Context: an optimization exercise on an open-source flow, tuned for small area. The choices shown serve that exercise and are no tape-out recipe.
In this exercise RTL edits were held to simulation tests only and were not proved equivalent to the original.
In every run shown here, the design's own scripts or RTL, not TritonCTS, make the clock network.
The clock port is modelled as an ideal driver, which makes a skipped or thinned clock tree look cheaper than it is; a real chip needs a root buffer or a tree.
No activity file was given, so power comes from the tool's default toggle rates.

### flow/design.v
module reset_gen (
    input   wire    i_clk,
    input   wire    i_res_n,
    output  wire    o_res_n
);
    reg r_ff1;
    reg r_ff2;
    always @(posedge i_clk or negedge i_res_n) begin
        if (~i_res_n) begin
            r_ff1 <= 1'b0;
            r_ff2 <= 1'b0;
        end else begin
            r_ff1 <= 1'b1;
            r_ff2 <= r_ff1;
        end
    end
    assign o_res_n = r_ff2;
endmodule
module led_ctrl (
    input   wire            i_clk,
    input   wire            i_res_n,
    input   wire            i_tx_d1,
    input   wire            i_tx_err,
    input   wire            i_rx_d1,
    input   wire            i_rx_err,
    output  wire            o_tx_led_red,
    output  wire            o_tx_led_gr,
    output  wire            o_rx_led_red,
    output  wire            o_rx_led_gr,
    output  reg     [1:0]   o_q,
    output  reg     [3:0]   o_r
);
    reg     [11:0]  r_m;
    reg     [3:0]   r_c;
    wire            w_q2  = o_q[1];                      
    wire            w_r9  = o_r[3] & o_r[0];             
    wire            w_u29 = w_r9 & o_q[0];               
    wire            w_m_max = (&r_m[11:7]) & (&r_m[4:0]);  
    always @(posedge i_clk) begin
        if (~i_res_n) begin
            o_q <= 2'd2;
            o_r <= 4'd9;
            r_m <= 12'd0;
        end else begin
            o_q <= w_q2 ? 2'd0 : o_q + 2'd1;
            if (w_q2) begin
                o_r <= w_r9 ? 4'd0 : o_r + 4'd1;
            end
            if (w_u29) begin
                r_m <= w_m_max ? 12'd0 : r_m + 12'd1;
            end
        end
    end
    always @(posedge i_clk) begin
        if (~i_res_n) begin
            r_c <= 4'd0;
        end else if (w_u29 & w_m_max) begin
            r_c <= (r_c[3] & r_c[1]) ? {r_c[3:1], ~r_c[0]} : r_c + 4'd1;
        end
    end
    wire            w_boot0 = ~i_res_n | ~r_c[3] & ~(r_c[2] & (r_c[1] | r_c[0]));   
    wire            w_boot1 = ~w_boot0 & ~(r_c[3] & r_c[1]);             
    wire            w_flash = r_c[0];
    assign o_tx_led_red = w_boot0 | (~w_boot1 & (~i_tx_err | w_flash));
    assign o_tx_led_gr  = w_boot0 | (~w_boot1 & i_tx_d1);
    assign o_rx_led_red = w_boot0 | (~w_boot1 & (~i_rx_err | w_flash));
    assign o_rx_led_gr  = w_boot0 | (~w_boot1 & i_rx_d1);
endmodule
module cdr (
    input   wire            i_clk,
    input   wire            i_res_n,
    input   wire            i_SerialData,
    output  wire            o_RecoveryData,
    output  wire            o_DataEn
);
    reg     [2:0]   r_syncFF;
    always @(posedge i_clk or negedge i_res_n) begin
        if (~i_res_n) begin
            r_syncFF <= 3'd0;
        end else begin
            r_syncFF <= {r_syncFF[1:0], i_SerialData};
        end
    end
    wire            w_ts = r_syncFF[2] ^ r_syncFF[1];
    reg     [1:0]   r_rcvState;
    always @(posedge i_clk) begin
        if (~i_res_n) begin
            r_rcvState <= 2'd0;
        end else begin
            case (r_rcvState)
                2'd1:    r_rcvState <= w_ts ? 2'd3 : 2'd2;
                2'd2:    r_rcvState <= 2'd0;
                default: r_rcvState <= w_ts ? 2'd0 : 2'd1;
            endcase
        end
    end
    assign o_DataEn = r_rcvState[1];
    assign o_RecoveryData = r_syncFF[2] ^ r_rcvState[0];
endmodule
module encode_8b10b (datain, dispin, dataout, dispout) ;
  input [8:0]   datain ;
  input 	dispin ;   
  output [9:0]	dataout ;
  output	dispout ;
  wire ai = datain[0] ;
  wire bi = datain[1] ;
  wire ci = datain[2] ;
  wire di = datain[3] ;
  wire ei = datain[4] ;
  wire fi = datain[5] ;
  wire gi = datain[6] ;
  wire hi = datain[7] ;
  wire ki = datain[8] ;
  wire aeqb = (ai & bi) | (!ai & !bi) ;
  wire ceqd = (ci & di) | (!ci & !di) ;
  wire l22 = (ai & bi & !ci & !di) |
	     (ci & di & !ai & !bi) |
	     ( !aeqb & !ceqd) ;
  wire l40 = ai & bi & ci & di ;
  wire l04 = !ai & !bi & !ci & !di ;
  wire l13 = ( !aeqb & !ci & !di) |
	     ( !ceqd & !ai & !bi) ;
  wire l31 = ( !aeqb & ci & di) |
	     ( !ceqd & ai & bi) ;
  wire ao = ai ;
  wire bo = (bi & !l40) | l04 ;
  wire co = l04 | ci | (ei & di & !ci & !bi & !ai) ;
  wire do_ = di & ! (ai & bi & ci) ;
  wire eo = (ei | l13) & ! (ei & di & !ci & !bi & !ai) ;
  wire io = (l22 & !ei) |
	    (ei & !di & !ci & !(ai&bi)) |   
	    (ei & l40) |
	    (ki & ei & di & ci & !bi & !ai) |  
	    (ei & !di & ci & !bi & !ai) ;
  wire pd1s6 = (ei & di & !ci & !bi & !ai) | (!ei & !l22 & !l31) ;
  wire nd1s6 = ki | (ei & !l22 & !l13) | (!ei & !di & ci & bi & ai) ;
  wire ndos6 = pd1s6 ;
  wire pdos6 = ki | (ei & !l22 & !l13) ;
  wire alt7 = fi & gi & hi & (ki | 
			      (dispin ? (!ei & di & l31) : (ei & !di & l13))) ;
  wire fo = fi & ! alt7 ;
  wire go = gi | (!fi & !gi & !hi) ;
  wire ho = hi ;
  wire jo = (!hi & (gi ^ fi)) | alt7 ;
  wire nd1s4 = fi & gi ;
  wire pd1s4 = (!fi & !gi) | (ki & ((fi & !gi) | (!fi & gi))) ;
  wire ndos4 = (!fi & !gi) ;
  wire pdos4 = fi & gi & hi ;
  wire illegalk = ki & 
		  (ai | bi | !ci | !di | !ei) &  
		  (!fi | !gi | !hi | !ei | !l31) ;  
  wire compls6 = (pd1s6 & !dispin) | (nd1s6 & dispin) ;
  wire disp6 = dispin ^ (ndos6 | pdos6) ;
  wire compls4 = (pd1s4 & !disp6) | (nd1s4 & disp6) ;
  assign dispout = disp6 ^ (ndos4 | pdos4) ;
  assign dataout = {(ao ^ compls6), (bo ^ compls6),
		    (co ^ compls6), (do_ ^ compls6),
		    (eo ^ compls6), (io ^ compls6),
		    (fo ^ compls4), (go ^ compls4),
		    (ho ^ compls4), (jo ^ compls4)};
endmodule
module decode_8b10b (datain, dispin, dataout, dispout, code_err, disp_err) ;
  input [9:0]   datain ;
  input		dispin ;
  output [8:0]	dataout ;
  output	dispout ;
  output	code_err ;
  output	disp_err ;
  wire ai = datain[9] ;
  wire bi = datain[8] ;
  wire ci = datain[7] ;
  wire di = datain[6] ;
  wire ei = datain[5] ;
  wire ii = datain[4] ;
  wire fi = datain[3] ;
  wire gi = datain[2] ;
  wire hi = datain[1] ;
  wire ji = datain[0] ;
  wire aeqb = (ai & bi) | (!ai & !bi) ;
  wire ceqd = (ci & di) | (!ci & !di) ;
  wire p22 = (ai & bi & !ci & !di) |
	     (ci & di & !ai & !bi) |
	     ( !aeqb & !ceqd) ;
  wire p13 = ( !aeqb & !ci & !di) |
	     ( !ceqd & !ai & !bi) ;
  wire p31 = ( !aeqb & ci & di) |
	     ( !ceqd & ai & bi) ;
  wire p40 = ai & bi & ci & di ;
  wire p04 = !ai & !bi & !ci & !di ;
  wire disp6a = p31 | (p22 & dispin) ;  
   wire disp6a2 = p31 & dispin ;   
   wire disp6a0 = p13 & ! dispin ;  
  wire disp6b = (((ei & ii & ! disp6a0) | (disp6a & (ei | ii)) | disp6a2 |
		  (ei & ii & di)) & (ei | ii | di)) ;
  wire p22bceeqi = p22 & bi & ci & (ei == ii) ;
  wire p22bncneeqi = p22 & !bi & !ci & (ei == ii) ;
  wire p13in = p13 & !ii ;
  wire p31i = p31 & ii ;
  wire p13dei = p13 & di & ei & ii ;
  wire p22aceeqi = p22 & ai & ci & (ei == ii) ;
  wire p22ancneeqi = p22 & !ai & !ci & (ei == ii) ;
  wire p13en = p13 & !ei ;
  wire anbnenin = !ai & !bi & !ei & !ii ;
  wire abei = ai & bi & ei & ii ;
  wire cdei = ci & di & ei & ii ;
  wire cndnenin = !ci & !di & !ei & !ii ;
  wire p22enin = p22 & !ei & !ii ;
  wire p22ei = p22 & ei & ii ;
  wire p31dnenin = p31 & !di & !ei & !ii ;
  wire p31e = p31 & ei ;
  wire compa = p22bncneeqi | p31i | p13dei | p22ancneeqi | 
		p13en | abei | cndnenin ;
  wire compb = p22bceeqi | p31i | p13dei | p22aceeqi | 
		p13en | abei | cndnenin ;
  wire compc = p22bceeqi | p31i | p13dei | p22ancneeqi | 
		p13en | anbnenin | cndnenin ;
  wire compd = p22bncneeqi | p31i | p13dei | p22aceeqi |
		p13en | abei | cndnenin ;
  wire compe = p22bncneeqi | p13in | p13dei | p22ancneeqi | 
		p13en | anbnenin | cndnenin ;
  wire ao = ai ^ compa ;
  wire bo = bi ^ compb ;
  wire co = ci ^ compc ;
  wire do_ = di ^ compd ;
  wire eo = ei ^ compe ;
  wire feqg = (fi & gi) | (!fi & !gi) ;
  wire heqj = (hi & ji) | (!hi & !ji) ;
  wire fghj22 = (fi & gi & !hi & !ji) |
		(!fi & !gi & hi & ji) |
		( !feqg & !heqj) ;
  wire fghjp13 = ( !feqg & !hi & !ji) |
		 ( !heqj & !fi & !gi) ;
  wire fghjp31 = ( (!feqg) & hi & ji) |
		 ( !heqj & fi & gi) ;
  wire dispout = (fghjp31 | (disp6b & fghj22) | (hi & ji)) & (hi | ji) ;
  wire ko = ( (ci & di & ei & ii) | ( !ci & !di & !ei & !ii) |
		(p13 & !ei & ii & gi & hi & ji) |
		(p31 & ei & !ii & !gi & !hi & !ji)) ;
  wire alt7 =   (fi & !gi & !hi &  
		 ((dispin & ci & di & !ei & !ii) | ko |
		  (dispin & !ci & di & !ei & !ii))) |
		(!fi & gi & hi &  
		 (( !dispin & !ci & !di & ei & ii) | ko |
		  ( !dispin & ci & !di & ei & ii))) ;
  wire k28 = (ci & di & ei & ii) | ! (ci | di | ei | ii) ;
  wire k28p = ! (ci | di | ei | ii) ;
  wire fo = (ji & !fi & (hi | !gi | k28p)) |
	    (fi & !ji & (!hi | gi | !k28p)) |
	    (k28p & gi & hi) |
	    (!k28p & !gi & !hi) ;
  wire go = (ji & !fi & (hi | !gi | !k28p)) |
	    (fi & !ji & (!hi | gi |k28p)) |
	    (!k28p & gi & hi) |
	    (k28p & !gi & !hi) ;
  wire ho = ((ji ^ hi) & ! ((!fi & gi & !hi & ji & !k28p) | (!fi & gi & hi & !ji & k28p) | 
			    (fi & !gi & !hi & ji & !k28p) | (fi & !gi & hi & !ji & k28p))) |
	    (!fi & gi & hi & ji) | (fi & !gi & !hi & !ji) ;
  wire disp6p = (p31 & (ei | ii)) | (p22 & ei & ii) ;
  wire disp6n = (p13 & ! (ei & ii)) | (p22 & !ei & !ii) ;
  wire disp4p = fghjp31 ;
  wire disp4n = fghjp13 ;
  assign code_err = p40 | p04 | (fi & gi & hi & ji) | (!fi & !gi & !hi & !ji) |
		    (p13 & !ei & !ii) | (p31 & ei & ii) | 
		    (ei & ii & fi & gi & hi) | (!ei & !ii & !fi & !gi & !hi) | 
		    (ei & !ii & gi & hi & ji) | (!ei & ii & !gi & !hi & !ji) |
		    (!p31 & ei & !ii & !gi & !hi & !ji) |
		    (!p13 & !ei & ii & gi & hi & ji) |
		    (((ei & ii & !gi & !hi & !ji) | 
		      (!ei & !ii & gi & hi & ji)) &
		     ! ((ci & di & ei) | (!ci & !di & !ei))) |
		    (disp6p & disp4p) | (disp6n & disp4n) |
		    (ai & bi & ci & !ei & !ii & ((!fi & !gi) | fghjp13)) |
		    (!ai & !bi & !ci & ei & ii & ((fi & gi) | fghjp31)) |
		    (fi & gi & !hi & !ji & disp6p) |
		    (!fi & !gi & hi & ji & disp6n) |
		    (ci & di & ei & ii & !fi & !gi & !hi) |
		    (!ci & !di & !ei & !ii & fi & gi & hi) ;
  assign dataout = {ko, ho, go, fo, eo, do_, co, bo, ao} ;
   assign disp_err = ((dispin & disp6p) | (disp6n & !dispin) |
		      (dispin & !disp6n & fi & gi) |
		      (dispin & ai & bi & ci) |
		      (dispin & !disp6n & disp4p) |
		      (!dispin & !disp6p & !fi & !gi) |
		      (!dispin & !ai & !bi & !ci) |
		      (!dispin & !disp6p & disp4n) |
		      (disp6p & disp4p) | (disp6n & disp4n)) ;
endmodule
module serial_tx_master (
    input   wire            i_clk,
    input   wire            i_res_n,
    input   wire            i_sfp_tx_flt,
    input   wire            i_my_lock,
    input   wire            i_rx_lock,
    input   wire    [3:0]   i_data,
    input   wire            i_master,
    input   wire    [1:0]   i_q,
    input   wire    [3:0]   i_r,
    output  wire            o_SerialData,
    output  wire            o_drv_en,
    output  wire            o_sfp_tx_dis_n
);
    wire            w_r9     = i_r[3] & i_r[0];
    wire            w_sample = w_r9 & ~i_q[1] & ~i_q[0];    
    wire            w_hold   = w_r9 & (i_q[1] | i_q[0]);    
    reg     [5:0]   r_mosi;
    always @(posedge i_clk) begin
        if (w_sample) begin
            r_mosi <= {i_my_lock, i_master, i_data[3:0]};
        end
    end
    wire            w_p1 = ^r_mosi;
    reg             r_started;
    reg             r_dispin;
    reg     [3:0]   r_k;
    wire            w_send_k = (r_k != 4'd0) & (r_k <= 4'd5);
    wire            w_dispout;
    always @(posedge i_clk) begin
        if (~i_res_n) begin
            r_started <= 1'b0;
            r_dispin <= 1'b0;
            r_k <= 4'd0;
        end else if (w_sample) begin
            r_started <= 1'b1;
            r_dispin <= r_started & w_dispout;
            if (r_k == 4'd0) begin
                if (~i_rx_lock | ~i_my_lock) begin
                    r_k <= 4'd1;
                end
            end else if (r_k == 4'd10) begin
                r_k <= 4'd0;
            end else begin
                r_k <= r_k + 4'd1;
            end
        end
    end
    wire    [9:0]   w_data_10b;
    encode_8b10b encode_8b10b_inst (
        .datain ( w_send_k ? 9'h1bc : {1'b0, 1'b1, r_mosi, w_p1} ),
        .dispin ( r_dispin ),
        .dataout ( w_data_10b ),
        .dispout ( w_dispout )
    );
    reg             w_bit;
    always @(*) begin
        case (i_r)
            4'd0: w_bit = w_data_10b[9];
            4'd1: w_bit = w_data_10b[8];
            4'd2: w_bit = w_data_10b[7];
            4'd3: w_bit = w_data_10b[6];
            4'd4: w_bit = w_data_10b[5];
            4'd5: w_bit = w_data_10b[4];
            4'd6: w_bit = w_data_10b[3];
            4'd7: w_bit = w_data_10b[2];
            4'd8: w_bit = w_data_10b[1];
            default: w_bit = w_data_10b[0];
        endcase
    end
    reg             r_last;
    wire            w_x = r_started & (w_hold ? r_last : w_bit);
    always @(posedge i_clk) begin
        r_last <= w_x;
    end
    reg             r_serialData;
    always @(posedge i_clk or negedge i_res_n) begin
        if (~i_res_n) begin
            r_serialData <= 1'b0;
        end else begin
            r_serialData <= w_x & ~i_sfp_tx_flt;
        end
    end
    assign o_SerialData = r_serialData;
    assign o_drv_en = ~i_sfp_tx_flt;
    assign o_sfp_tx_dis_n = i_sfp_tx_flt;
endmodule
module serial_rx (
    input   wire            i_clk,
    input   wire            i_res_n,
    input   wire            i_SerialData,
    input   wire            i_sfp_los,
    output  wire            o_rcv_en_n,
    input   wire    [3:0]   i_dip_sel,   
    output  wire            o_my_lock,
    output  reg             o_rx_lock,
    output  reg     [3:0]   o_data,
    output  reg             o_master
);
    assign o_rcv_en_n = 1'b0;    
    wire            w_sync1bData;
    wire            w_sync1bEn;
    reg     [1:0]   r_los_syncFF;
    wire            w_sfp_los = r_los_syncFF[1];
    always @(posedge i_clk) begin
        r_los_syncFF <= {r_los_syncFF[0], i_sfp_los};
    end
    cdr cdr_inst (
        .i_clk ( i_clk ),
        .i_res_n ( i_res_n ),
        .i_SerialData ( i_SerialData ),
        .o_RecoveryData ( w_sync1bData ),
        .o_DataEn ( w_sync1bEn )
    );
    reg     [9:0]   r_10bShift;
    reg             r_shift_out;
    always @(posedge i_clk) begin
        if (~i_res_n) begin
            r_10bShift <= 10'd0;
        end else if (w_sync1bEn) begin
            r_10bShift <= {r_10bShift[8:0], w_sync1bData};
        end
    end
    always @(posedge i_clk) begin
        r_shift_out <= r_10bShift[9];
    end
    wire            w_k28_5_det = (r_10bShift == 10'b0011111010) |
                                  (r_10bShift == 10'b1100000101);
    reg     [3:0]   r_sym_bitCnt;
    wire            r_sym_capture = r_sym_bitCnt[3] & ~r_sym_bitCnt[1] & r_sym_bitCnt[0];   
    wire            r_out_trig = r_sym_bitCnt[3] & r_sym_bitCnt[1];                       
    wire            r_k28_5_det_FF = r_sym_bitCnt[0];
    always @(posedge i_clk) begin
        if (~i_res_n) begin
            r_sym_bitCnt <= 4'd0;
        end else if (w_sync1bEn) begin
            if (r_sym_capture) begin
                r_sym_bitCnt <= {3'b101, w_k28_5_det};
            end else if (w_k28_5_det) begin
                r_sym_bitCnt <= 4'd0;
            end else begin
                r_sym_bitCnt <= r_sym_bitCnt + 4'd1;
            end
        end else if (r_out_trig) begin
            r_sym_bitCnt <= 4'd0;
        end
    end
    wire    [9:0]   w_sym = {r_shift_out, r_10bShift[9:1]};
    wire    [8:0]   w_dec;
    wire            w_code_err;
    decode_8b10b decode_8b10b (
        .datain ( w_sym ),
        .dispin ( 1'b0 ),
        .dataout ( w_dec ),
        .dispout ( ),
        .code_err ( w_code_err ),
        .disp_err ( )
    );
    wire    [7:0]   w_8b_data = w_dec[7:0];
    reg             r_sym_ce;
    always @(posedge i_clk) begin
        if (~i_res_n) begin
            r_sym_ce <= 1'b1;
        end else if (r_out_trig) begin
            r_sym_ce <= w_code_err;
        end
    end
    reg     [2:0]   r_lock_st;
    wire            r_sym_locked = r_lock_st[2] & (r_lock_st[1] | r_lock_st[0]);
    wire            w_bad_frame;
    always @(posedge i_clk or negedge i_res_n) begin
        if (~i_res_n) begin
            r_lock_st <= 3'd0;
        end else if (w_sfp_los | r_lock_st[1] & r_lock_st[2]) begin
            r_lock_st <= 3'd0;
        end else if (r_sym_locked) begin
            if (w_bad_frame | r_sym_capture & r_sym_ce) begin
                r_lock_st <= 3'd6;
            end
        end else if (w_sync1bEn & r_sym_capture) begin
            if (w_k28_5_det & ~r_sym_ce) begin
                r_lock_st <= r_lock_st + 3'd1;
            end else begin
                r_lock_st <= 3'd0;
            end
        end
    end
    assign o_my_lock = r_sym_locked;
    wire            w_p1_ok = ^w_8b_data[7:0];
    wire            w_frame = r_out_trig & ~r_k28_5_det_FF;
    wire            w_good = w_p1_ok & w_8b_data[7];
    assign          w_bad_frame = w_frame & ~w_good;
    always @(posedge i_clk or negedge i_res_n) begin
        if (~i_res_n) begin
            o_rx_lock <= 1'b0;
            o_data <= 4'd0;
            o_master <= 1'b0;
        end else if (~r_sym_locked | w_bad_frame) begin
            o_data <= o_data & ~i_dip_sel;
        end else if (w_frame) begin
            o_rx_lock <= ~(w_sym[2] ^ w_sym[1]);
            o_master <= w_sym[3] ^ w_sym[0];
            o_data[3:0] <= w_8b_data[4:1];
        end
    end
endmodule
module drsstc_sfp_transceiver_top (
    input           CLK_60M,
    input           RST_N,
    input   [7:0]   IN,
    output  [7:0]   OUT,
    input   [2:0]   LV_IN,
    output  [2:0]   LV_OUT,
    input   [7:0]   DIP_SW1,         
    input   [7:0]   DIP_SW2,         
    output  [1:0]   LED_TX,          
    output  [1:0]   LED_RX,          
    input           SFP_LOSS_SIG,    
    output          SFP_RATE_SEL,    
    output          SFP_TX_DIS_N,    
    input           SFP_TX_FLT,      
    input   [2:0]   SFP_MOD_DEF,     
    input           LVDS_DAT_OUT,    
    output          LVDS_DAT_IN,     
    output          LVDS_DRV_EN,     
    output          LVDS_RCV_EN_N,   
    output          TP1,
    output          TP2
    );
    wire            w_clk = CLK_60M;
    wire            w_my_locked;
    wire            w_rx_locked;
    wire            w_rst_n;
    reset_gen reset_gen_inst (
        .i_clk ( w_clk ),
        .i_res_n ( RST_N ),
        .o_res_n ( w_rst_n )
    );
    wire    [1:0]   w_tb_q;
    wire    [3:0]   w_tb_r;
    led_ctrl led_ctrl_inst (
        .i_clk ( w_clk ),
        .i_res_n ( w_rst_n ),
        .i_tx_d1 ( IN[0] ),
        .i_tx_err ( SFP_MOD_DEF[0] | SFP_TX_FLT ),
        .i_rx_d1 ( OUT[0] ),
        .i_rx_err ( SFP_MOD_DEF[0] | SFP_LOSS_SIG | ~w_my_locked),
        .o_tx_led_red ( LED_TX[1] ),
        .o_tx_led_gr ( LED_TX[0] ),
        .o_rx_led_red ( LED_RX[1] ),
        .o_rx_led_gr ( LED_RX[0] ),
        .o_q ( w_tb_q ),
        .o_r ( w_tb_r )
    );
    serial_tx_master serial_tx_master_inst (
        .i_clk ( w_clk ),
        .i_res_n ( w_rst_n ),
        .i_sfp_tx_flt ( SFP_TX_FLT ),
        .i_my_lock ( w_my_locked ),
        .i_rx_lock ( w_rx_locked ),
        .i_data ( IN[3:0] ),
        .i_master ( ~DIP_SW2[0] ),
        .i_q ( w_tb_q ),
        .i_r ( w_tb_r ),
        .o_SerialData ( LVDS_DAT_IN ),
        .o_drv_en ( LVDS_DRV_EN ),
        .o_sfp_tx_dis_n ( SFP_TX_DIS_N )
    );
    wire    [3:0]   w_rx_data;
    wire            w_rx_master;
    serial_rx serial_rx_inst (
        .i_clk ( w_clk ),
        .i_res_n ( w_rst_n ),
        .i_SerialData ( LVDS_DAT_OUT ),
        .i_sfp_los ( SFP_LOSS_SIG ),
        .o_rcv_en_n ( LVDS_RCV_EN_N ),
        .i_dip_sel ( DIP_SW1[3:0] ),
        .o_my_lock ( w_my_locked ),
        .o_rx_lock ( w_rx_locked ),
        .o_data ( w_rx_data[3:0] ),
        .o_master ( w_rx_master )
    );
    assign OUT[3:0] = w_rx_data[3:0];
    assign OUT[4] = w_my_locked;
    assign OUT[5] = w_rx_locked;
    assign OUT[6] = w_rx_master;
    assign LV_OUT[2:0] = w_rx_data[2:0];
    assign OUT[7] = 1'b0;
    assign TP1 = 1'b0;
    assign TP2 = 1'b0;
    assign SFP_RATE_SEL = 1'b0;
endmodule
### flow/flow/run.sh
#!/bin/bash
# Own layout flow: the standard flow (standard.sh), with
#  - synthesis mapped by an area-oriented ABC script (flow/abc_area_seed.script
#    stands in for ORFS's abc_speed.script) and no adder cells, so ABC maps
#    all logic. The synthesis runs for 8 seeds of ABC's deepsyn, each with
#    two settings of ABC's mapper, and the smallest netlist is kept. Registers are left as the standard
#    synthesis makes them: ABC maps only the logic between them.
#  - port buffers of the smallest buffer cell,
#  - one tie cell for all constant outputs,
#  - a one-level clock tree (flow/cts_manual.tcl) in place of TritonCTS's.
# Each step's full output goes to a log file of its own in this folder;
# ORFS's per-stage logs are under orfs/logs/.
set -euo pipefail
W=$PWD
SEEDS="0 1 2 3 4 5 6 7 10 11 12 13 14 15 16 17"

synth_seed() {
  local s=$1
  local sd="$W/scripts_s$s"
  mkdir -p "$sd"
  for f in "$FLOW_HOME"/scripts/*; do
    ln -sfn "$f" "$sd/$(basename "$f")"
  done
  rm -f "$sd/abc_speed.script"
  # runs 0-7: deepsyn seed 0-7, plain area mapping; runs 10-17: deepsyn
  # seed 0-7, mapping with pin permutation and more area rounds
  local map="\\&nf -a -R 1000"
  if [ "$s" -ge 10 ]; then map="\\&nf -a -p -F 10 -A 10 -C 32 -R 1000"; fi
  sed -e "s/@SEED@/$((s % 10))/" -e "s/@MAP@/$map/" "$W/flow/abc_area_seed.script" > "$sd/abc_speed.script"
  # standard.sh with its work folder moved to orfs_s<seed>
  sed "s|$W/orfs|$W/orfs_s$s|g" "$W/standard.sh" > "$W/standard_s$s.sh"
  bash "$W/standard_s$s.sh" SCRIPTS_DIR="$sd" ADDER_MAP_FILE= synth > "$W/synth_s$s.log" 2>&1
}

for s in $SEEDS; do
  synth_seed "$s" &
  # at most NUM_CORES at once
  while [ "$(jobs -rp | wc -l)" -ge "${NUM_CORES:-4}" ]; do wait -n; done
done
wait

best=""; best_area=""
for s in $SEEDS; do
  f="$W/orfs_s$s/reports/$FLOW_PLATFORM/drsstc_sfp_transceiver_top/base/synth_stat.txt"
  [ -f "$W/orfs_s$s/results/$FLOW_PLATFORM/drsstc_sfp_transceiver_top/base/1_synth.odb" ] || continue
  a=$(awk '/Chip area/ {print $NF}' "$f")
  echo "run $s: synthesis area $a" >> "$W/synth_choice.log"
  if [ -z "$best" ] || awk -v a="$a" -v b="$best_area" 'BEGIN {exit !(a < b)}'; then
    best=$s; best_area=$a
  fi
done
echo "kept run $best ($best_area)" >> "$W/synth_choice.log"
rm -rf "$W/orfs"
mv "$W/orfs_s$best" "$W/orfs"
for s in $SEEDS; do rm -rf "$W/orfs_s$s" "$W/scripts_s$s"; done

# cts_hook.tcl runs before ORFS's CTS step and puts the one-level tree in
# place of its clock_tree_synthesis call.
cat > "$W/cts_hook.tcl" <<TCL
source $W/flow/cts_manual.tcl
rename clock_tree_synthesis tritoncts_unused
proc clock_tree_synthesis {args} { my_manual_cts }
TCL

export CTS_MAN_N=3
export CTS_MAN_CELL=sky130_fd_sc_hd__clkbuf_16
bash standard.sh \
  BUFFER_PORTS_ARGS="-buffer_cell sky130_fd_sc_hd__buf_1" \
  PRE_CTS_TCL="$W/cts_hook.tcl" \
  SKIP_REPAIR_TIE_FANOUT=1 \
  finish > "$W/layout.log" 2>&1
### flow/flow/abc_area_seed.script
strash
&get -n
&deepsyn -T 20 -S @SEED@
&put
&get -n
&dch -f
@MAP@
&put
### flow/flow/cts_manual.tcl
# Clock buffering for a small design, in place of TritonCTS's H-tree: the
# clock port drives CTS_MAN_N buffers of type CTS_MAN_CELL, each driving one
# k-means cluster of the registers' clock pins. Every register is one buffer
# from the port, so the tree adds no skew on purpose.
proc my_manual_cts {} {
  set nb $::env(CTS_MAN_N)
  set block [ord::get_db_block]
  set master [[ord::get_db] findMaster $::env(CTS_MAN_CELL)]
  set clk_port [get_full_name [lindex [get_property [lindex [all_clocks] 0] sources] 0]]
  set clk_net [[$block findBTerm $clk_port] getNet]
  set its {}
  foreach it [$clk_net getITerms] { lappend its $it }
  set pts {}
  foreach it $its {
    set xy [$it getAvgXY]
    lappend pts [list [lindex $xy 1] [lindex $xy 2]]
  }
  set n [llength $pts]
  # k-means, seeded by x order
  set sorted [lsort -integer -index 0 $pts]
  set cent {}
  for {set b 0} {$b < $nb} {incr b} {
    lappend cent [lindex $sorted [expr {int(($b + 0.5) * $n / $nb)}]]
  }
  for {set iter 0} {$iter < 50} {incr iter} {
    set asg {}
    foreach p $pts {
      set best 0; set bd -1
      for {set b 0} {$b < $nb} {incr b} {
        set c [lindex $cent $b]
        set d [expr {abs([lindex $p 0]-[lindex $c 0]) + abs([lindex $p 1]-[lindex $c 1])}]
        if {$bd < 0 || $d < $bd} { set bd $d; set best $b }
      }
      lappend asg $best
    }
    set new {}
    for {set b 0} {$b < $nb} {incr b} {
      set sx 0.0; set sy 0.0; set k 0
      foreach p $pts a $asg {
        if {$a == $b} { set sx [expr {$sx + [lindex $p 0]}]; set sy [expr {$sy + [lindex $p 1]}]; incr k }
      }
      if {$k > 0} { lappend new [list [expr {int($sx/$k)}] [expr {int($sy/$k)}]] } else { lappend new [lindex $cent $b] }
    }
    set cent $new
  }
  for {set b 0} {$b < $nb} {incr b} {
    set buf [odb::dbInst_create $block $master clkbuf_man_$b]
    set nn [odb::dbNet_create $block clknet_man_$b]
    $nn setSigType CLOCK
    foreach it $its a $asg {
      if {$a == $b} { $it disconnect; $it connect $nn }
    }
    [$buf findITerm A] connect $clk_net
    [$buf findITerm X] connect $nn
    set c [lindex $cent $b]
    $buf setLocation [lindex $c 0] [lindex $c 1]
    $buf setPlacementStatus PLACED
    puts "clock buffer $b: [llength [lsearch -all $asg $b]] sinks at $c"
  }
  set_propagated_clock [all_clocks]
}
### flow/standard.sh
#!/bin/bash
# synth_recipe.tcl (not shown) runs the flow's synth.tcl, then flattens the netlist and writes it again
# the make line also repeats each setting of config.mk as NAME=value (left out here)
make -C /OpenROAD-flow-scripts/flow DESIGN_CONFIG=/design/flow/config.mk WORK_HOME=/design/flow/orfs CLKGATE_MAP_FILE= SYNTH_SCRIPT=/design/flow/synth_recipe.tcl "${@:-finish}"
### flow/config.mk
export PLATFORM = sky130hd
export DESIGN_NAME = drsstc_sfp_transceiver_top
export DESIGN_NICKNAME = drsstc_sfp_transceiver_top
export VERILOG_FILES = /design/flow/design.v
export SDC_FILE = /design/flow/constraint.sdc
export NUM_CORES = 4
export LEC_CHECK = 0
export CAP_MARGIN = 20
export CORE_MARGIN = 2
export CORE_UTILIZATION = 65
export PLACE_DENSITY = 0.75
export SLEW_MARGIN = 20
### flow/constraint.sdc
create_clock -name core_clock -period 16.0 [get_ports {CLK_60M}]
set_input_delay 3.2000 -clock core_clock [delete_from_list [all_inputs] [get_ports {CLK_60M}]]
set_output_delay 3.2000 -clock core_clock [all_outputs]
set_load 0.01 [all_outputs]
==> results by group, run 1 <==
Setup path
  – Worst Path Buf+Inv: 2
  – CP startpoint kind: primary input
  – Crit-path leading delay family: buffers and inverters
  – CP max FO: 2
  – CP arrival: 3.87 ns
  – Critical path class: in2out
  – Slowest stage cell, crit path: o21ai_0
  – Critical Path RT: 12.80 ns
  – CP max stage delay: 0.20 ns
  – Setup crit end kind: output pin
  – Crit-path cells: buf_1 -> nor2_1 -> nor2_1 -> o21ai_0 -> buf_1

STA
  – Measured slew at the worst slew-check pin: 1.08 ns
  – Final hold vios: 0
  – Final Cycle Share: 44.2%
  – Slew HR: 27.5%
  – Maximum operating frequency: 141 MHz
  – Slew Limit Fails: 0
  – Setup TNS: 0 ns
  – Post-layout min period: 7.07 ns
  – Final setup vio count: 0
  – RSZ-0062 raised after global routing: no
  – Clock Skews: 0.0131 ns

Floorplan
  – Initial Utilization: 68.4%
  – Die W: 77.8 um
  – Area of the die: 6050 sq um
  – FP Rows: 26
  – Core Area: 5170 sq um
  – Die height: 77.8 um
  – Io pins: 57

Layout
  – Fillcell total: 430
  – Layout cells sized above 1: 1.14%
  – Synth-to-layout area growth: 4.70%
  – Commonest non-fill, non-tap cells in the layout: 49 x dfxtp_1, 47 x nand2_1, 42 x nor2_1
  – ANT cells: 0
  – Most common cell after layout, fill and taps aside: dfxtp_1
  – Design Area, Final: 3700 sq um
  – Nets: 475

Status
  – Status: no timing/DRC/antenna violations

Drt
  – Routed Antenna Nets: 0
  – Via Count: 3,144
  – Post-DR vias/cell: 6.19
  – 1st-pass router iterations: 5
  – DR iter-0 viols: 250
  – Routed length per instance: 15.2 um
  – Final wirelength: 7730 um
  – DRC viols: 0

Global routing
  – GR Util All Layers: 25.8%
  – First-pass GRT wire length: 13,300 um
  – Antenna violations before repair: 0
  – Largest net degree at the start of global routing: 30
  – Global route overflow: 0
  – Vias in the first global route: 2,884

Yosys
  – Syn_nets: 454
  – Mux share of post-synthesis cell area: 0.566%
  – Main synth FF type: dfxtp_1
  – Post-Syn Area: 3540 sq um
  – Synthesized flop and latch total: 70
  – Simple-gate share of the synthesized area: 20.7%
  – Post-synthesis sequential area ratio: 43.4%
  – Synth Area in Compound Gates: 25.1%
  – Yosys cell types: 46
  – Syn avg cell area: 8.44 sq um
  – XOR/XNOR Fraction of Synth Area: 4.95%
  – Number of synthesized flops with an enable pin: 6
  – Adder-Cell Fraction of Synth Area: 0%
  – Async SR Flop Fraction: 21.4%
  – Largest family of logic cells by synthesized area: compound AO/OA/AOI/OAI gates
  – Yosys Warn Count: 5
  – Synthesized instance count: 419

Placed design
  – Placed cell area: 3630 sq um
  – Gpl congestion: 0.922
  – Post-DP HPWL: 5570 um
  – Port-buffer cells: 31

Hold path
  – HP Class: reg2async

Clocking
  – Clk slew on worst S/H paths: 0.09 ns
  – Worst-Skew Late Latency: 0.16 ns
  – Setup bufs post-CTS: 0
  – Post-CTS Resized: 0
  – Cts hold-fix bufs: 0

Power
  – Pwr Density: 89.2 nW/um^2
  – Leakage: 1.35 nW
  – VDD IR-drop max: 97.1 uV

Job
  – Max capacitance violation total: 0
## kinds of logic (layout without fill, tap and decap cells)
group | after synthesis | count (layout)
compound gates | 136 | 136
xor+xnor | 20 | 20
buf+inv | 30 | 49
flops | 70 | 70
mux | 2 | 2
other cells | 2 | 2
simple gates | 159 | 159
## worst register-to-register path, cell delays in order (launching register included)
cell and delay, ns:
dfxtp_1 0.60, or2_0 0.25, o21ai_0 0.26, xnor2_1 0.25, nand3_1 0.16, clkinv_1 0.08, a221oi_1 0.34, nand2_1 0.12
mux2i_1 0.34, xor2_1 0.21, xnor2_1 0.09, o31ai_1 0.31, a21boi_0 0.23, o211ai_1 0.16, nand2_1 0.13, xor2_1 0.17
nor2_1 0.06
## synth_stat cells (6+ instances only)
library cell	instances	share of area [%]
dfxtp_1	49	28
nand2_1	47	5.0
nor2_1	42	4.5
o21ai_0	35	5.0
a21oi_1	34	4.8
nand3_1	19	2.7
buf_4	17	3.6
dfrtp_1	15	11
nor3_1	15	2.1
a22o_1	14	3.5
clkinv_1	13	1.4
xnor2_1	12	3.0
a31oi_1	8	1.4
xor2_1	8	2.0
nor2b_1	7	1.2
edfxtp_1	6	5.1
o211ai_1	6	1.3
## path summary, 6_finish.rpt
kind / from / end / slack (ns) / cells after the start
setup reg to reg: serial_rx_inst.r_10bShift[7]$_SDFFE_PN0P_ / serial_rx_inst.r_lock_st[1]$_DFFE_PN0P_ / 12.13 / 16
max in group asynchronous: RST_N / reset_gen_inst.r_ff2$_DFF_PN0_ / 13.06 / 1
hold reg to reg: reset_gen_inst.r_ff2$_DFF_PN0_ / serial_rx_inst.o_rx_lock$_DFFE_PN0P_ / 0.28 / 1
setup / recovery: SFP_MOD_DEF[0] / LED_TX[1] / 8.93 / 5
min in group core_clock: serial_rx_inst.r_los_syncFF[0]$_DFF_P_ / serial_rx_inst.r_los_syncFF[1]$_DFF_P_ / 0.34 / 0
hold / removal: reset_gen_inst.r_ff2$_DFF_PN0_ / serial_rx_inst.o_rx_lock$_DFFE_PN0P_ / 0.28 / 1
## registers in the layout, summed over array words and instances (netlist names), 3 cells and up
register and count:
serial_tx_master_inst.r_mosi 6, serial_rx_inst.r_sym_bitCnt 4, led_ctrl_inst.o_r 4, serial_rx_inst.r_lock_st 3
serial_tx_master_inst.r_k 4, led_ctrl_inst.r_c 4, serial_rx_inst.o_data 4, serial_rx_inst.cdr_inst.r_syncFF 3
serial_rx_inst.r_10bShift 10, led_ctrl_inst.r_m 12
## per-layer routing
layer | vias up | GRT usage (%) | wire length [um] | share of wire (%)
met5 | - | 0 | 0 | 0
li1 | 1570 | - | - | -
met1 | 1450 | 38.4 | 3690 | 48
met2 | 113 | 42.6 | 3520 | 46
met3 | 11 | 1.28 | 425 | 5.5
met4 | 0 | 3.57 | 87 | 1.1
## stage by stage
stage	util, %	hold slack (ns)	total power [mW]	setup slack [ns]	instances
after floorplan	-	0.294	0.244	9.20	419
after global placement	70.2	0.262	0.254	8.91	505
after detailed placement	70.2	0.287	0.256	8.93	505
after CTS	71.6	0.285	0.331	8.92	508
after global routing	71.6	0.319	0.348	8.85	508
final	71.6	0.282	0.330	8.93	508
## where the power goes
part / switching [mW] / internal (mW)
registers: 0.0106 / 0.185
logic: 0.0341 / 0.0236
clock network: 0.0424 / 0.0343
## area by class of cell
cell class,instances,area [sq um],share of cell area [%]
Tap cell,70,87.6,2.36
Inverter,13,48.8,1.32
Timing Repair Buffer,33,131,3.55
Multi-Input combinational cell,319,1830,49.3
Buffer,3,75.1,2.03
Sequential cell,70,1540,41.5
==> inputs of run 2 (changes only) <==
--- a/flow/flow/run.sh
+++ b/flow/flow/run.sh
@@ -12,7 +12,7 @@
 # ORFS's per-stage logs are under orfs/logs/.
 set -euo pipefail
 W=$PWD
-SEEDS="0 1 2 3 4 5 6 7 10 11 12 13 14 15 16 17"
+SEEDS="14"
 
 synth_seed() {
   local s=$1
@@ -62,9 +62,11 @@
 proc clock_tree_synthesis {args} { my_manual_cts }
 TCL
 
-export CTS_MAN_N=3
-export CTS_MAN_CELL=sky130_fd_sc_hd__clkbuf_16
+export CTS_MAN_N=4
+export CTS_MAN_CELL=sky130_fd_sc_hd__clkbuf_8
+echo "remove_buffers" > "$W/gpl_hook.tcl"
 bash standard.sh \
+  PRE_GLOBAL_PLACE_TCL="$W/gpl_hook.tcl" \
   BUFFER_PORTS_ARGS="-buffer_cell sky130_fd_sc_hd__buf_1" \
   PRE_CTS_TCL="$W/cts_hook.tcl" \
   SKIP_REPAIR_TIE_FANOUT=1 \
--- a/flow/flow/cts_manual.tcl
+++ b/flow/flow/cts_manual.tcl
@@ -1,6 +1,6 @@
 # Clock buffering for a small design, in place of TritonCTS's H-tree: the
 # clock port drives CTS_MAN_N buffers of type CTS_MAN_CELL, each driving one
-# k-means cluster of the registers' clock pins. Every register is one buffer
+# balanced k-means cluster of the registers' clock pins. Every register is one buffer
 # from the port, so the tree adds no skew on purpose.
 proc my_manual_cts {} {
   set nb $::env(CTS_MAN_N)
@@ -43,6 +43,34 @@
     }
     set cent $new
   }
+  # balance the clusters: assign sink-centre pairs in order of distance,
+  # each centre taking at most ceil(n/nb) sinks
+  set cap [expr {($n + $nb - 1) / $nb}]
+  set pairs {}
+  set i 0
+  foreach p $pts {
+    for {set b 0} {$b < $nb} {incr b} {
+      set c [lindex $cent $b]
+      lappend pairs [list [expr {abs([lindex $p 0]-[lindex $c 0]) + abs([lindex $p 1]-[lindex $c 1])}] $i $b]
+    }
+    incr i
+  }
+  set pairs [lsort -integer -index 0 $pairs]
+  set asg [lrepeat $n -1]
+  set cnt [lrepeat $nb 0]
+  foreach pr $pairs {
+    set i [lindex $pr 1]; set b [lindex $pr 2]
+    if {[lindex $asg $i] >= 0 || [lindex $cnt $b] >= $cap} { continue }
+    lset asg $i $b
+    lset cnt $b [expr {[lindex $cnt $b] + 1}]
+  }
+  for {set b 0} {$b < $nb} {incr b} {
+    set sx 0.0; set sy 0.0; set k 0
+    foreach p $pts a $asg {
+      if {$a == $b} { set sx [expr {$sx + [lindex $p 0]}]; set sy [expr {$sy + [lindex $p 1]}]; incr k }
+    }
+    if {$k > 0} { lset cent $b [list [expr {int($sx/$k)}] [expr {int($sy/$k)}]] }
+  }
   for {set b 0} {$b < $nb} {incr b} {
     set buf [odb::dbInst_create $block $master clkbuf_man_$b]
     set nn [odb::dbNet_create $block clknet_man_$b]
--- a/flow/config.mk
+++ b/flow/config.mk
@@ -8,5 +8,6 @@
 export CAP_MARGIN = 20
 export CORE_MARGIN = 2
 export CORE_UTILIZATION = 65
+export GPL_TIMING_DRIVEN = 0
 export PLACE_DENSITY = 0.75
 export SLEW_MARGIN = 20
==> run 2 against run 1 <==
Critical path type unchanged. Worst hold slack got worse by 0.030 ns. Combinational power shrank 3%. Register-to-register slack got worse by 0.11 ns. Worst setup slack worse by 0.061 ns. Clock power shrank 11%. Still clean. Critical endpoint is now LED_RX[1].
==> results by group, run 2 <==
Placed design
  – Port-buffer cells: 31
  – Gpl congestion: 0.928
  – Post-DP HPWL: 5490 um

Yosys
  – Yosys Warn Count: 5
  – Synth Area in Compound Gates: 25.1%
  – Synth area leader: dfxtp_1
  – Synthesized instance count: 419
  – Main synth FF type: dfxtp_1
  – Post-Syn Area: 3540 sq um
  – Adder-Cell Fraction of Synth Area: 0%
  – Async SR Flop Fraction: 21.4%
  – Number of synthesized flops with an enable pin: 6
  – Synth top area share: 27.7%
  – Post-synthesis sequential area ratio: 43.4%
  – Largest family of logic cells by synthesized area: compound AO/OA/AOI/OAI gates
  – Simple-gate share of the synthesized area: 20.7%
  – Mux share of post-synthesis cell area: 0.566%
  – Syn avg cell area: 8.44 sq um
  – Syn_nets: 454
  – Commonest cells post-synth: 49 x dfxtp_1, 47 x nand2_1, 42 x nor2_1
  – XOR/XNOR Fraction of Synth Area: 4.95%
  – Synthesized flop and latch total: 70
  – Cell with the most instances after synthesis: dfxtp_1
  – Yosys cell types: 46
  – Area contributors post-synth: dfxtp_1 28%, dfrtp_1 11%, edfxtp_1 5.1%

Global routing
  – Vias in the first global route: 2,827
  – GR Util All Layers: 25.5%
  – First-pass GRT wire length: 13,100 um
  – Antenna violations before repair: 0
  – Largest net degree at the start of global routing: 31
  – Global route overflow: 0

Layout
  – Layout cells sized above 1: 1.37%
  – Top Registers: led_ctrl_inst.r_m: 12 flops, serial_rx_inst.r_10bShift: 10 flops, serial_tx_master_inst.r_mosi: 6 flops
  – Commonest non-fill, non-tap cells in the layout: 49 x dfxtp_1, 47 x nand2_1, 42 x nor2_1
  – Synth-to-layout area growth: 3.89%
  – Max reg flops: 12
  – Nets: 474
  – Register bank with the most flops: led_ctrl_inst.r_m
  – Most common cell after layout, fill and taps aside: dfxtp_1
  – ANT cells: 0

Clocking
  – Worst-Skew Late Latency: 0.18 ns
  – Clk slew on worst S/H paths: 0.13 ns
  – Cts hold-fix bufs: 0
  – Post-CTS Resized: 0
  – Setup bufs post-CTS: 0

Floorplan
  – Io pins: 57
  – Initial Utilization: 68.4%
  – Die W: 77.8 um
  – FP Rows: 26
  – Core Area: 5170 sq um
  – Area of the die: 6050 sq um
  – Die height: 77.8 um

STA
  – Clock Skews: 0.0279 ns
  – Final Cycle Share: 44.6%
  – Slew HR: 35.1%
  – RSZ-0062 raised after global routing: no
  – Minimum hold slack: 0.252 ns
  – Setup TNS: 0 ns
  – Final setup vio count: 0
  – Final hold vios: 0
  – Post-layout min period: 7.13 ns
  – Maximum operating frequency: 140 MHz
  – Slew Limit Fails: 0
  – Measured slew at the worst slew-check pin: 0.969 ns

Drt
  – DRC viols: 0
  – Final wirelength: 7640 um
  – DR iter-0 viols: 195
  – Routed length per instance: 15.1 um
  – 1st-pass router iterations: 5
  – Routed Antenna Nets: 0
  – Via Count: 3,142
  – Post-DR vias/cell: 6.20

Setup path
  – Critical path class: in2out
  – Setup crit end kind: output pin
  – CP startpoint kind: primary input
  – Critical Path RT: 12.80 ns
  – CP max FO: 2
  – CP arrival: 3.93 ns

Power
  – Internal: 0.232 mW
  – VDD IR-drop max: 83.0 uV
  – Sw Pwr: 0.0896 mW
  – Gate power share: 17.4%
  – Clock Power Share: 21.2%
  – Pwr Density: 87.5 nW/um^2
  – Switching Share: 27.9%
  – Tot Pwr: 0.322 mW
  – Seq pwr share: 61.4%
  – Leakage: 1.33 nW

Hold path
  – HP Class: reg2async

Job
  – Max capacitance violation total: 0

Status
  – Status: no timing/DRC/antenna violations
-- run 2: layout make-up --
type	count	area [sq um]
sequential	70	1540
tap	70	87.6
inverter	13	48.8
multi-input combinational	319	1830
buffer	4	55.1
fill	429	1500
timing repair buffer	31	116
-- run 2: power by group through the flow --
stage / clock, mW / sequential (mW) / combinational [mW]
final: 0.0681 / 0.197 / 0.0561
after detailed placement: 0 / 0.201 / 0.0552
after global placement: 0 / 0.200 / 0.0536
after CTS: 0.0711 / 0.197 / 0.0557
after global routing: 0.0762 / 0.199 / 0.0632
after floorplan: 0 / 0.198 / 0.0458
-- run 2: stage by stage --
stage | util, % | cells | area (sq um) | setup WS [ns]
global placement | 69.9 | 503 | 3610 | 8.91
detailed placement | 70.0 | 503 | 3620 | 8.89
CTS | 71.0 | 507 | 3670 | 8.88
global route | 71.1 | 507 | 3680 | 8.84
floorplan | - | 419 | 3540 | 9.20
finish | 71.1 | 507 | 3680 | 8.87
-- run 2: kinds of logic after synthesis --
family | count (synthesis)
mux | 2
xor+xnor | 20
simple gates | 159
compound gates | 136
other cells | 2
buf+inv | 30
flops | 70
-- run 2: final timing paths --
check | start | endpoint | slack, ns | depth (start not counted)
max in group asynchronous | RST_N | reset_gen_inst.r_ff2$_DFF_PN0_ | 13.05 | 1
max | SFP_LOSS_SIG | LED_RX[1] | 8.87 | 5
min | reset_gen_inst.r_ff2$_DFF_PN0_ | serial_tx_master_inst.r_serialData$_DFF_PN0_ | 0.25 | 0
min reg2reg | reset_gen_inst.r_ff2$_DFF_PN0_ | serial_tx_master_inst.r_serialData$_DFF_PN0_ | 0.25 | 0
min in group core_clock | serial_rx_inst.r_los_syncFF[0]$_DFF_P_ | serial_rx_inst.r_los_syncFF[1]$_DFF_P_ | 0.35 | 0
max reg2reg | serial_rx_inst.r_10bShift[7]$_SDFFE_PN0P_ | serial_rx_inst.r_lock_st[1]$_DFFE_PN0P_ | 12.02 | 15
-- run 2: routing by layer --
| layer | GRT usage [%] | vias to the layer above | part of all wire (%) |
|---|---|---|---|
| met2 | 42.6 | 108 | 45 |
| met1 | 37.9 | 1454 | 48 |
| met3 | 1.40 | 9 | 5.8 |
| met5 | 0 | - | 0 |
| li1 | - | 1571 | - |
| met4 | 2.68 | 0 | 1.2 |
-- run 2: critical path, cell delays in order --
cell,delay (ns)
buf_1,0.12
nor2_1,0.11
a21oi_1,0.07
o21ai_0,0.24
buf_1,0.19
==> inputs of run 3 (changes only) <==
--- a/flow/config.mk
+++ b/flow/config.mk
@@ -7,7 +7,7 @@
 export LEC_CHECK = 0
 export CAP_MARGIN = 20
 export CORE_MARGIN = 2
-export CORE_UTILIZATION = 65
+export CORE_UTILIZATION = 75
 export GPL_TIMING_DRIVEN = 0
-export PLACE_DENSITY = 0.75
+export PLACE_DENSITY = 0.9
 export SLEW_MARGIN = 20
==> run 3 against run 2 <==
Still clean on timing, DRC and antenna. Combinational power up 1%. Via count up 3.8%. Register-to-register slack worse by 0.16 ns. Global-route usage up 3.7 points. Power down 0.46%. Cell count down 3.6%. Critical endpoint unchanged. Largest cell class unchanged. Highest routed layer unchanged.
==> results by group, run 3 <==
STA
  – Final setup vio count: 0
  – Worst setup margin: 8.99 ns
  – Clock Skews: 0.0131 ns
  – Post-layout min period: 7.01 ns
  – Setup TNS: 0 ns
  – Minimum hold slack: 0.270 ns
  – Final hold vios: 0
  – Maximum operating frequency: 143 MHz
  – Final Cycle Share: 43.8%
  – RSZ-0062 raised after global routing: no
  – Measured slew at the worst slew-check pin: 1.00 ns
  – Slew HR: 32.8%
  – Slew Limit Fails: 0

Setup path
  – Worst Reg-to-Reg Cells: 15
  – Critical Path Most Common Cell: buf_1
  – Critical path class: in2out
  – CP endpoint: LED_RX[1]
  – R2R Path Start: serial_rx_inst.r_10bShift[7]$_SDFFE_PN0P_
  – CP arrival: 3.81 ns
  – CP max FO: 2
  – R2r setup slk: 11.86 ns
  – Critical Path RT: 12.80 ns
  – CP startpoint kind: primary input
  – Start point of the critical path: SFP_LOSS_SIG
  – Setup crit end kind: output pin
  – Reg-to-Reg End: serial_rx_inst.r_lock_st[1]$_DFFE_PN0P_
  – Crit-path cells: buf_1 -> nor2_1 -> a21oi_1 -> o21ai_0 -> buf_1
  – Slowest stage cell, crit path: buf_1
  – CP max stage delay: 0.18 ns

Layout
  – Nets: 474
  – Register bank with the most flops: led_ctrl_inst.r_m
  – ANT cells: 0
  – Most common cell after layout, fill and taps aside: dfxtp_1
  – Top Registers: led_ctrl_inst.r_m: 12 flops, serial_rx_inst.r_10bShift: 10 flops, serial_tx_master_inst.r_mosi: 6 flops
  – Layout cells sized above 1: 1.37%
  – Fillcell total: 283
  – Synth-to-layout area growth: 3.25%
  – Commonest non-fill, non-tap cells in the layout: 49 x dfxtp_1, 47 x nand2_1, 42 x nor2_1
  – Max reg flops: 12
  – Design Area, Final: 3650 sq um

Power
  – Gate power share: 17.8%
  – Seq pwr share: 61.7%
  – Clock Power Share: 20.6%
  – Leakage: 1.33 nW
  – VDD IR-drop max: 80.5 uV
  – Switching Share: 27.5%
  – Tot Pwr: 0.320 mW
  – Internal: 0.232 mW
  – Sw Pwr: 0.0882 mW
  – Pwr Density: 87.6 nW/um^2

Global routing
  – First-pass GRT wire length: 12,800 um
  – Global route overflow: 0
  – GR Util All Layers: 29.2%
  – Largest net degree at the start of global routing: 31
  – Vias in the first global route: 2,895
  – Antenna violations before repair: 0

Yosys
  – Area contributors post-synth: dfxtp_1 28%, dfrtp_1 11%, edfxtp_1 5.1%
  – Syn avg cell area: 8.44 sq um
  – Yosys cell types: 46
  – Commonest cells post-synth: 49 x dfxtp_1, 47 x nand2_1, 42 x nor2_1
  – Main synth FF type: dfxtp_1
  – Post-Syn Area: 3540 sq um
  – Async SR Flop Fraction: 21.4%
  – Synthesized flop and latch total: 70
  – Syn_nets: 454
  – Synth top area share: 27.7%
  – Number of synthesized flops with an enable pin: 6
  – Synthesized instance count: 419
  – Synth area leader: dfxtp_1
  – Cell with the most instances after synthesis: dfxtp_1
  – Post-synthesis sequential area ratio: 43.4%
  – Yosys Warn Count: 5

Drt
  – 1st-pass router iterations: 5
  – Routed Antenna Nets: 0
  – Routed length per instance: 15.5 um
  – Post-DR vias/cell: 6.67
  – Final wirelength: 7600 um
  – DRC viols: 0
  – Via Count: 3,261
  – DR iter-0 viols: 252

Floorplan
  – Core Area: 4440 sq um
  – Io pins: 57
  – Die W: 72.7 um
  – Area of the die: 5280 sq um
  – FP Rows: 24
  – Die height: 72.7 um
  – Initial Utilization: 79.6%

Hold path
  – HP Class: reg2async

Placed design
  – Placed cell area: 3600 sq um
  – Port-buffer cells: 31
  – Post-DP HPWL: 5460 um
  – Pre-CTS setup slack: 8.98 ns
  – Gpl congestion: 0.951

Job
  – Max capacitance violation total: 0

Clocking
  – Cts hold-fix bufs: 0
  – Setup bufs post-CTS: 0
  – Worst-Skew Late Latency: 0.16 ns
  – Clk slew on worst S/H paths: 0.11 ns
  – Post-CTS Resized: 0

Status
  – Status: no timing/DRC/antenna violations
==> run 3: kinds of logic (layout without fill, tap and decap cells) <==
| kind of cell | count (synthesis) | count (layout) | synth area share [%] |
|---|---|---|---|
| AND/OR/NAND/NOR | 159 | 159 | 20.7 |
| AO/OA/AOI/OAI | 136 | 136 | 25.1 |
| flip-flops | 70 | 70 | 43.4 |
| buffers and inverters | 30 | 48 | 4.99 |
| XOR/XNOR | 20 | 20 | 4.95 |
| other | 2 | 2 | 0.212 |
| multiplexers | 2 | 2 | 0.566 |
==> run 3: how the worst min path moves through the flow <==
stage / startpoint / endpoint / slack, ns / cells after the start
after CTS: serial_rx_inst.r_los_syncFF[0]$_DFF_P_ / serial_rx_inst.r_los_syncFF[1]$_DFF_P_ / 0.35 / 0
after detailed placement: serial_rx_inst.r_los_syncFF[0]$_DFF_P_ / serial_rx_inst.r_los_syncFF[1]$_DFF_P_ / 0.33 / 0
after floorplan: reset_gen_inst.r_ff2$_DFF_PN0_ / serial_rx_inst.cdr_inst.r_syncFF[0]$_DFF_PN0_ / 0.29 / 0
after global placement: serial_rx_inst.r_los_syncFF[0]$_DFF_P_ / serial_rx_inst.r_los_syncFF[1]$_DFF_P_ / 0.31 / 0
after global routing: reset_gen_inst.r_ff2$_DFF_PN0_ / serial_tx_master_inst.r_serialData$_DFF_PN0_ / 0.31 / 0
final: reset_gen_inst.r_ff2$_DFF_PN0_ / serial_rx_inst.o_data[3]$_DFFE_PN0P_ / 0.27 / 0
==> run 3: through the flow <==
stage,utilization (%),std cells
detailed placement,80.9,485
finish,82.2,489
global route,82.2,489
global placement,80.8,485
CTS,82.2,489
floorplan,-,419
==> run 3: power by group through the flow <==
| stage | logic (mW) | clock network [mW] | registers, mW |
|---|---|---|---|
| floorplan | 0.0458 | 0 | 0.198 |
| global placement | 0.0531 | 0 | 0.200 |
| CTS | 0.0561 | 0.0662 | 0.197 |
| global route | 0.0645 | 0.0711 | 0.199 |
| detailed placement | 0.0555 | 0 | 0.201 |
| finish | 0.0569 | 0.0658 | 0.197 |
==> run 3: layer usage <==
layer / vias up / part of all wire (%) / GRT usage [%]
met5: - / 0 / 0
met4: 0 / 2.4 / 7.82
met3: 19 / 6.7 / 3.18
met2: 144 / 46 / 49.5
met1: 1533 / 44 / 40.1
li1: 1565 / - / -
==> run 3: cell type report <==
class	instances	area [sq um]	area share [%]
multi-input combinational	319	1830	50.1
sequential	70	1540	42.1
timing repair buffer	31	116	3.18
tap	52	65.1	1.78
buffer	4	55.1	1.51
inverter	13	48.8	1.34
==> run 3: worst max-delay path: cells and delay by family <==
family	cells	cell delay, ns
AOI/OAI and AO/OA	2	0.20
and+or+nand+nor	1	0.11
buffers and inverters	2	0.30
==> inputs of run 4 (changes only) <==
--- a/flow/flow/run.sh
+++ b/flow/flow/run.sh
@@ -12,7 +12,7 @@
 # ORFS's per-stage logs are under orfs/logs/.
 set -euo pipefail
 W=$PWD
-SEEDS="14"
+SEEDS="0 1 2 3 4 5 6 7 10 11 12 13 14 15 16 17"
 
 synth_seed() {
   local s=$1
@@ -64,9 +64,7 @@
 
 export CTS_MAN_N=4
 export CTS_MAN_CELL=sky130_fd_sc_hd__clkbuf_8
-echo "remove_buffers" > "$W/gpl_hook.tcl"
 bash standard.sh \
-  PRE_GLOBAL_PLACE_TCL="$W/gpl_hook.tcl" \
   BUFFER_PORTS_ARGS="-buffer_cell sky130_fd_sc_hd__buf_1" \
   PRE_CTS_TCL="$W/cts_hook.tcl" \
   SKIP_REPAIR_TIE_FANOUT=1 \
--- a/flow/config.mk
+++ b/flow/config.mk
@@ -7,7 +7,6 @@
 export LEC_CHECK = 0
 export CAP_MARGIN = 20
 export CORE_MARGIN = 2
-export CORE_UTILIZATION = 75
-export GPL_TIMING_DRIVEN = 0
-export PLACE_DENSITY = 0.9
+export CORE_UTILIZATION = 65
+export PLACE_DENSITY = 0.75
 export SLEW_MARGIN = 20
==> run 4 against run 3 <==
First-iteration DRC count down 13%. Power down 0.35%. Design area up 0.86%. Utilization down 11 points. Still clean on timing, DRC and antenna. Synthesized area unchanged. Fmax down 0.91%. Critical path depth unchanged. Register-to-register slack better by 0.22 ns. Sequential power about the same. Combinational power up 0.9%. Worst hold slack better by 0.013 ns. Cell count up 4.1%.
==> results by group, run 4 <==
Power
  – Clock Power Share: 20.6%
  – Leakage: 1.34 nW
  – Seq pwr share: 61.4%
  – Sw Pwr: 0.0867 mW
  – Switching Share: 27.2%
  – Internal: 0.232 mW
  – Pwr Density: 86.6 nW/um^2
  – VDD IR-drop max: 98.3 uV
  – Tot Pwr: 0.319 mW
  – Gate power share: 18.0%

STA
  – RSZ-0062 raised after global routing: no
  – Final Cycle Share: 44.2%
  – Clock Skews: 0.00521 ns
  – Slew HR: 31.6%
  – Minimum hold slack: 0.283 ns
  – Slew Limit Fails: 0
  – Maximum operating frequency: 141 MHz
  – Final setup vio count: 0
  – Final hold vios: 0
  – Worst setup margin: 8.92 ns
  – Post-layout min period: 7.08 ns
  – Measured slew at the worst slew-check pin: 1.02 ns
  – Setup TNS: 0 ns

Layout
  – Register bank with the most flops: led_ctrl_inst.r_m
  – Design Area, Final: 3680 sq um
  – Multi-input gate area: 1830 sq um
  – ANT cells: 0
  – Most common cell after layout, fill and taps aside: dfxtp_1
  – Synth-to-layout area growth: 4.14%
  – Util after Layout: 71.2%
  – Fillcell total: 436
  – Max reg flops: 12
  – Register area: 1540 sq um
  – Commonest non-fill, non-tap cells in the layout: 49 x dfxtp_1, 47 x nand2_1, 42 x nor2_1
  – Nets: 476
  – Layout cells sized above 1: 1.37%
  – Post-Layout Cell Count: 509
  – Top Registers: led_ctrl_inst.r_m: 12 flops, serial_rx_inst.r_10bShift: 10 flops, serial_tx_master_inst.r_mosi: 6 flops

Yosys
  – Post-synthesis sequential area ratio: 43.4%
  – Synth area leader: dfxtp_1
  – Number of synthesized flops with an enable pin: 6
  – Yosys Warn Count: 5
  – Yosys cell types: 46
  – Area contributors post-synth: dfxtp_1 28%, dfrtp_1 11%, edfxtp_1 5.1%
  – Main synth FF type: dfxtp_1
  – Synthesized flop and latch total: 70
  – Synth top area share: 27.7%
  – Syn_nets: 454
  – Commonest cells post-synth: 49 x dfxtp_1, 47 x nand2_1, 42 x nor2_1
  – Async SR Flop Fraction: 21.4%
  – Post-Syn Area: 3540 sq um
  – Synthesized instance count: 419
  – Syn avg cell area: 8.44 sq um
  – Cell with the most instances after synthesis: dfxtp_1

Drt
  – Routed Antenna Nets: 0
  – Routed length per instance: 14.9 um
  – Final wirelength: 7570 um
  – Post-DR vias/cell: 6.22
  – DRC viols: 0
  – DR iter-0 viols: 220
  – 1st-pass router iterations: 5
  – Via Count: 3,164

Floorplan
  – Io pins: 57
  – Initial Utilization: 68.4%
  – FP Rows: 26
  – Die height: 77.8 um
  – Die W: 77.8 um
  – Core Area: 5170 sq um
  – Area of the die: 6050 sq um

Setup path
  – CP startpoint kind: primary input
  – R2r setup slk: 12.08 ns
  – R2R Path Start: serial_rx_inst.r_10bShift[7]$_SDFFE_PN0P_
  – Critical path class: in2out
  – CP arrival: 3.88 ns
  – Reg-to-Reg End: serial_rx_inst.r_lock_st[1]$_DFFE_PN0P_
  – Worst Reg-to-Reg Cells: 16
  – Critical Path RT: 12.80 ns
  – Setup crit end kind: output pin
  – CP max FO: 2

Placed design
  – Placed cell area: 3630 sq um
  – Gpl congestion: 0.922
  – Pre-CTS setup slack: 8.93 ns
  – Post-DP HPWL: 5570 um
  – Port-buffer cells: 31
  – Placed Instances: 505

Clocking
  – Post-CTS Resized: 0
  – Clk slew on worst S/H paths: 0.10 ns
  – Worst-Skew Late Latency: 0.16 ns
  – Setup bufs post-CTS: 0
  – Cts hold-fix bufs: 0

Global routing
  – Vias in the first global route: 2,848
  – Largest net degree at the start of global routing: 30
  – First-pass GRT wire length: 13,100 um
  – Antenna violations before repair: 0
  – GR Util All Layers: 25.3%
  – Global route overflow: 0

Hold path
  – HP Class: reg2async

Status
  – Status: no timing/DRC/antenna violations

Job
  – Max capacitance violation total: 0
[run 4: cell counts after synthesis]
Identical to the previous run, type by type.
[run 4: how the worst max path moves through the flow]
| stage | cells past startpoint | from | end |
|---|---|---|---|
| final | 5 | SFP_LOSS_SIG | LED_RX[1] |
| after global routing | 5 | SFP_MOD_DEF[0] | LED_TX[1] |
| after CTS | 5 | SFP_MOD_DEF[0] | LED_TX[1] |
| after detailed placement | 5 | SFP_MOD_DEF[0] | LED_TX[1] |
| after global placement | 5 | SFP_MOD_DEF[0] | LED_TX[1] |
| after floorplan | 4 | SFP_MOD_DEF[0] | LED_RX[1] |
[run 4: layer usage]
layer  wire (um)  GRT usage (%)
met3         428           1.28
met4          55           3.04
met5           0              0
met2        3470           41.4
met1        3620           38.4
[run 4: cells by family (layout without fill, tap and decap cells)]
family	count (synthesis)	after routing	share of synthesized area (%)
and+or+nand+nor	159	159	20.7
AOI/OAI and AO/OA	136	136	25.1
DFF	70	70	43.4
buffers and inverters	30	50	4.99
xor gates and xnor gates	20	20	4.95
other	2	2	0.212
muxes	2	2	0.566
[run 4: final cells by class]
cell class | count | share of cell area, %
timing repair buffer | 33 | 3.57
tap | 70 | 2.38
sequential | 70 | 41.7
multi-input combinational | 319 | 49.5
buffer | 4 | 1.49
inverter | 13 | 1.32
[run 4: critical path, cell delays in order]
cell and delay, ns:
buf_1 0.11, nor2_1 0.10, a21oi_1 0.07, o21ai_0 0.21, buf_1 0.18
[run 4: power groups by stage]
stage / registers [mW] / clock network (mW) / logic [mW]
after floorplan: 0.198 / 0 / 0.0458
after global routing: 0.197 / 0.0733 / 0.0666
final: 0.196 / 0.0656 / 0.0574
after detailed placement: 0.200 / 0 / 0.0568
after global placement: 0.199 / 0 / 0.0553
after CTS: 0.196 / 0.0672 / 0.0572

## what the ideal ports hide
How much do the figures lean on ideal ports? The routed layouts below were timed once more, with nothing changed but the port constraints.
Step 1: set_driving_cell puts a clkbuf_16 on CLK_60M and a buf_2 on each other input, an assumption about the parent block.
Step 2, shift: input delay + t, output delay - t, t = (earliest + latest rising clock arrival at the registers) / 2. This alone moves slack from input paths to output paths.
a / b / c = ideal ports / drivers / drivers and shift; a / b = the first two.
run	t, ns	setup slack, ns	worst setup path at the end	worst data-port slew with drivers (ns)
run 1	0.210	8.927 / 8.904 / 8.904	input to output	0.04
run 2	0.224	8.866 / 8.846 / 8.846	input to output	0.03
run 3	0.216	8.985 / 8.963 / 8.963	input to output	0.03
run 4	0.215	8.921 / 8.897 / 8.897	input to output	0.04
After both steps every run listed still meets setup and hold. The setup slack of run 4, which loses most, moves by -0.024 ns with the drivers and by -0.024 ns with both steps.
